Context: an optimization exercise on an open-source flow, tuned for small area, a short achievable clock period and few clock cycles. The choices shown serve that exercise and are no tape-out recipe. Only simulation tests tie the RTL to the original design; equivalence was not proved.

before:
// path_math
module path_math
    (input [11:0] location,  
     input [11:0] target,  
     input [4:0] current_orientation,  
     input clock,
     input enable,
     input reset,
     output reg done,
     output [4:0] needed_orientation,  
     output [11:0] move_command);  
   wire [7:0] xm_l, ym_l, xm_t, ym_t;
   wire       xs_l, xs_t;
   ptc_mag ptc_l (.r_theta(location), .xm(xm_l), .ym(ym_l), .xs(xs_l));
   ptc_mag ptc_t (.r_theta(target),   .xm(xm_t), .ym(ym_t), .xs(xs_t));
   wire       xsame = (xs_t == xs_l);
   wire [9:0] ex_s = {1'b0, xm_t, xsame} + {xsame, xm_l ^ {8{xsame}}, xsame};
   wire [9:0] dy_s = {1'b0, ym_t, 1'b1} + {1'b1, ~ym_l, 1'b1};
   wire [8:0] ex_t = ex_s[9:1];
   wire [8:0] dy_t = dy_s[9:1];
   reg [8:0] ex, dy;
   reg       exneg, busy;
   always @(posedge clock) begin
      ex <= ex_t;
      dy <= dy_t;
      exneg <= xs_t;
      busy <= enable & ~reset;
   end
   wire       ex_nz = |ex;
   wire       dxneg = exneg ? ((ex_nz & ~ex[8]) | (ex == 9'h100)) : ex[8];
   wire       dyneg = dy[8];
   wire [1:0] quad = {dyneg, dxneg ^ dyneg};  
   wire       sx = ex[8];
   wire       sy = dy[8];
   wire [7:0] ac = ex[7:0] ^ {8{sx}};
   wire [7:0] yc = dy[7:0] ^ {8{sy}};
   wire [7:0] y, a;
   pm_abs ab (.ac(ac), .sx(sx), .yc(yc), .sy(sy), .y(y), .a(a));
   wire ysmall = dy[8] ? (dy[7:0] >= 8'hFC) : (dy[7:0] <= 8'd4);
   wire asmall = ex[8] ? ((ex[7:0] >= 8'hFC) || (ex[7:0] == 8'h00)) : (ex[7:0] <= 8'd4);
   wire c12, c23, c34, c45;
   pm_compare cmp (.a(a), .y(y), .c12(c12), .c23(c23), .c34(c34), .c45(c45));
   wire       same = (location[11:8] == target[11:8]);
   wire [4:0] sum_s = {1'b0, location[11:8]} + ((target[7:0] >= location[7:0]) ? 5'd0 : 5'd12);
   wire [4:0] need_s_t = (sum_s >= 5'd24) ? sum_s - 5'd24 : sum_s;
   reg  [2:0] ba_s_t;
   always @(*) begin
      case (quad)
         2'd1: ba_s_t = 3'd4 - need_s_t[2:0];
         2'd2: ba_s_t = need_s_t[2:0] + 3'd4;
         2'd3: ba_s_t = 3'd0 - need_s_t[2:0];
         default: ba_s_t = need_s_t[2:0];
      endcase
   end
   wire use_a = same ? (ba_s_t == 3'd0 || ba_s_t == 3'd7) : ysmall;
  ...
make LEC_CHECK=0 CAP_MARGIN=5 CORE_MARGIN=2 CORE_UTILIZATION=50 SETUP_SLACK_MARGIN=5 SLEW_MARGIN=5 finish   # period 12.0 ns
run.sh (not shown) runs the stock make flow with config.mk's settings and CLKGATE_MAP_FILE= SYNTH_SCRIPT=/design/flow/synth_recipe.tcl, a recipe that flattens the netlist after the stock synthesis.
In summary, before completed successfully, with a layout that passed the timing, DRC and antenna checks.
Testbench counts of before, summed over its fixed seeds: cycles 32,000.
The inputs of after differ from those of before as listed below.
# before
export LEC_CHECK = 0
export CAP_MARGIN = 5
export CORE_MARGIN = 2
export CORE_UTILIZATION = 50
export SETUP_SLACK_MARGIN = 5
export SLEW_MARGIN = 5
create_clock -name core_clock -period 12.0 [get_ports {clock}]
# after
export LEC_CHECK = 0
export CAP_MARGIN = 5
export CORE_MARGIN = 2
export CORE_UTILIZATION = 40
export SETUP_SLACK_MARGIN = 5
export SLEW_MARGIN = 5
create_clock -name core_clock -period 12.0 [get_ports {clock}]
## What came out
after: no failed stages, no open violations at the end. In the tables for before and after, number of clock buffers in the layout reads lower with after. before and after ended up with nearly the same number of pins exceeding their max-slew limit in the final report. Aggregate global-route resource usage in after is 5.3 points below before. The final reports for after and before show period utilization higher in the former. As of after, count of buffers added by post-CTS timing repair for setup had risen by more than 10% compared to before.


lane 1:
path_math again, from the RTL that the note above started with.
## path_math
module path_math
    (input [11:0] location,  
     input [11:0] target,  
     input [4:0] current_orientation,  
     input clock,
     input enable,
     input reset,
     output reg done,
     output [4:0] needed_orientation,  
     output [11:0] move_command);
clock: 12.0 ns
lec_check: 0
cap_margin: 0
core_margin: 2
core_utilization: 60
setup_slack_margin: 5
slew_margin: 0
Testbench counts of lane 1, summed over its fixed seeds: cycles 32,000.
Here is what was changed in the inputs of lane 2 compared with lane 1.
- SLEW_MARGIN now 5, was 0
- CAP_MARGIN now 5, was 0
==> flow/flow/run.sh (new file) <==
#!/bin/bash
set -euo pipefail
sed -E 's/SETUP_SLACK_MARGIN=[0-9.]+/SETUP_SLACK_MARGIN=5.6/' standard.sh > standard_margin.sh
bash standard_margin.sh > orfs_make.log 2>&1
==> flow/standard.sh (new file) <==
#!/bin/bash
# synth_recipe.tcl (not shown) runs the flow's synth.tcl, then flattens the netlist and writes it again
# the make line also repeats each setting of config.mk as NAME=value (left out here)
make -C /OpenROAD-flow-scripts/flow DESIGN_CONFIG=/design/flow/config.mk WORK_HOME=/design/flow/orfs CLKGATE_MAP_FILE= SYNTH_SCRIPT=/design/flow/synth_recipe.tcl "${@:-finish}"
removed: flow/run.sh
--- outcome ---
- Between lane 2 and lane 1, the count of clock buffers in the final design is higher for lane 2.
- Lane 2 vs. lane 1: post-placement setup slack went up by 240 ps.
- Summary — number of antenna violations at the first check in global routing, lane 2 relative to lane 1: lower, by 1.
- Measured against each other, lane 2 and lane 1 differ in met1 routing resource usage after global routing, the higher figure coming from lane 2.
- The layout overhead on the synthesized area reported for lane 2 is greater than that of lane 1 by 11 points.
- [compare] base=lane 1 new=lane 2: overall via count from detail_route went up by 4.7%; count of fill cells added during filler insertion went down by 322; final estimated routing congestion in global placement went down by 0.016.
- Cmp lane 2 vs lane 1: post-route minimum period lower in lane 2
- Comparing final period utilization for lane 2 and lane 1, the smaller number came from lane 2.
#### Input delta (lane 3 over lane 2)
==> flow/run.sh (new file) <==
#!/bin/bash
# synth_recipe.tcl (not shown) runs the flow's synth.tcl, then flattens the netlist and writes it again
# the make line also repeats each setting of config.mk as NAME=value (left out here)
make -C /OpenROAD-flow-scripts/flow DESIGN_CONFIG=/design/flow/config.mk WORK_HOME=/design/flow/orfs CLKGATE_MAP_FILE= SYNTH_SCRIPT=/design/flow/synth_recipe.tcl finish
removed: flow/flow/run.sh
removed: flow/standard.sh
Notes after the runs:
Cmp lane 3 vs lane 2: final cell count lower in lane 3. The pre-CTS setup slack of lane 3 was inferior to that of lane 2. Lane 3 ended with less average via count per standard cell than lane 2. Lane 2 leaves more setup margin than lane 3. Of lane 2 and lane 3, the higher post-route minimum period belongs to lane 3. Compared with lane 2, lane 3 improves global-route wire length before repair. Per the comparison of lane 3 with lane 2, met2 usage in global routing went down, design area went down, post-route clock period utilization went up.
#### Input delta (lane 4 over lane 3)
- putting PLACE_DENSITY at 0.7 where nothing was set
Notes after the runs:
- Delta (lane 4 minus lane 3): required time of the critical path fell by 40 ps; smallest setup slack after layout shows no meaningful change; final area increased 0.79%.
- Lane 4: full flow OK, the timing, DRC and antenna checks passed

## static timing again, ports no longer ideal
In the flow no input, the clock included, has a driving cell. The finished layouts below were timed again as built, in two steps.
Step 1 sets driving cells, clkbuf_16 on the clock port and buf_2 on the other inputs (assumed; they add their load-dependent delay and slew).
Step 2, shift: input delay + t, output delay - t, t = (earliest + latest rising clock arrival at the registers) / 2. This alone moves slack from input paths to output paths.
Slacks: ideal / step 1 / step 2; pairs: ideal / step 1.
run	shift t [ns]	setup WS [ns]	worst hold slack (ns)	worst data-port slew with drivers (ns)
before	0.328	5.189 / 5.149 / 4.927	0.480 / 0.480 / 0.480	0.04
after	0.337	5.143 / 5.132 / 4.832	0.477 / 0.477 / 0.477	0.04
lane 1	0.335	5.150 / 5.110 / 4.842	0.480 / 0.480 / 0.480	0.05
lane 2	0.330	5.197 / 5.197 / 4.902	0.508 / 0.508 / 0.508	0.08
lane 3	0.335	5.150 / 5.110 / 4.842	0.480 / 0.480 / 0.480	0.05
lane 4	0.330	5.150 / 5.146 / 4.816	0.511 / 0.511 / 0.511	0.06
After both steps setup and hold are still met in every run listed. The setup slack of lane 4, which loses most, moves by -0.004 ns with the drivers and by -0.334 ns with both steps.
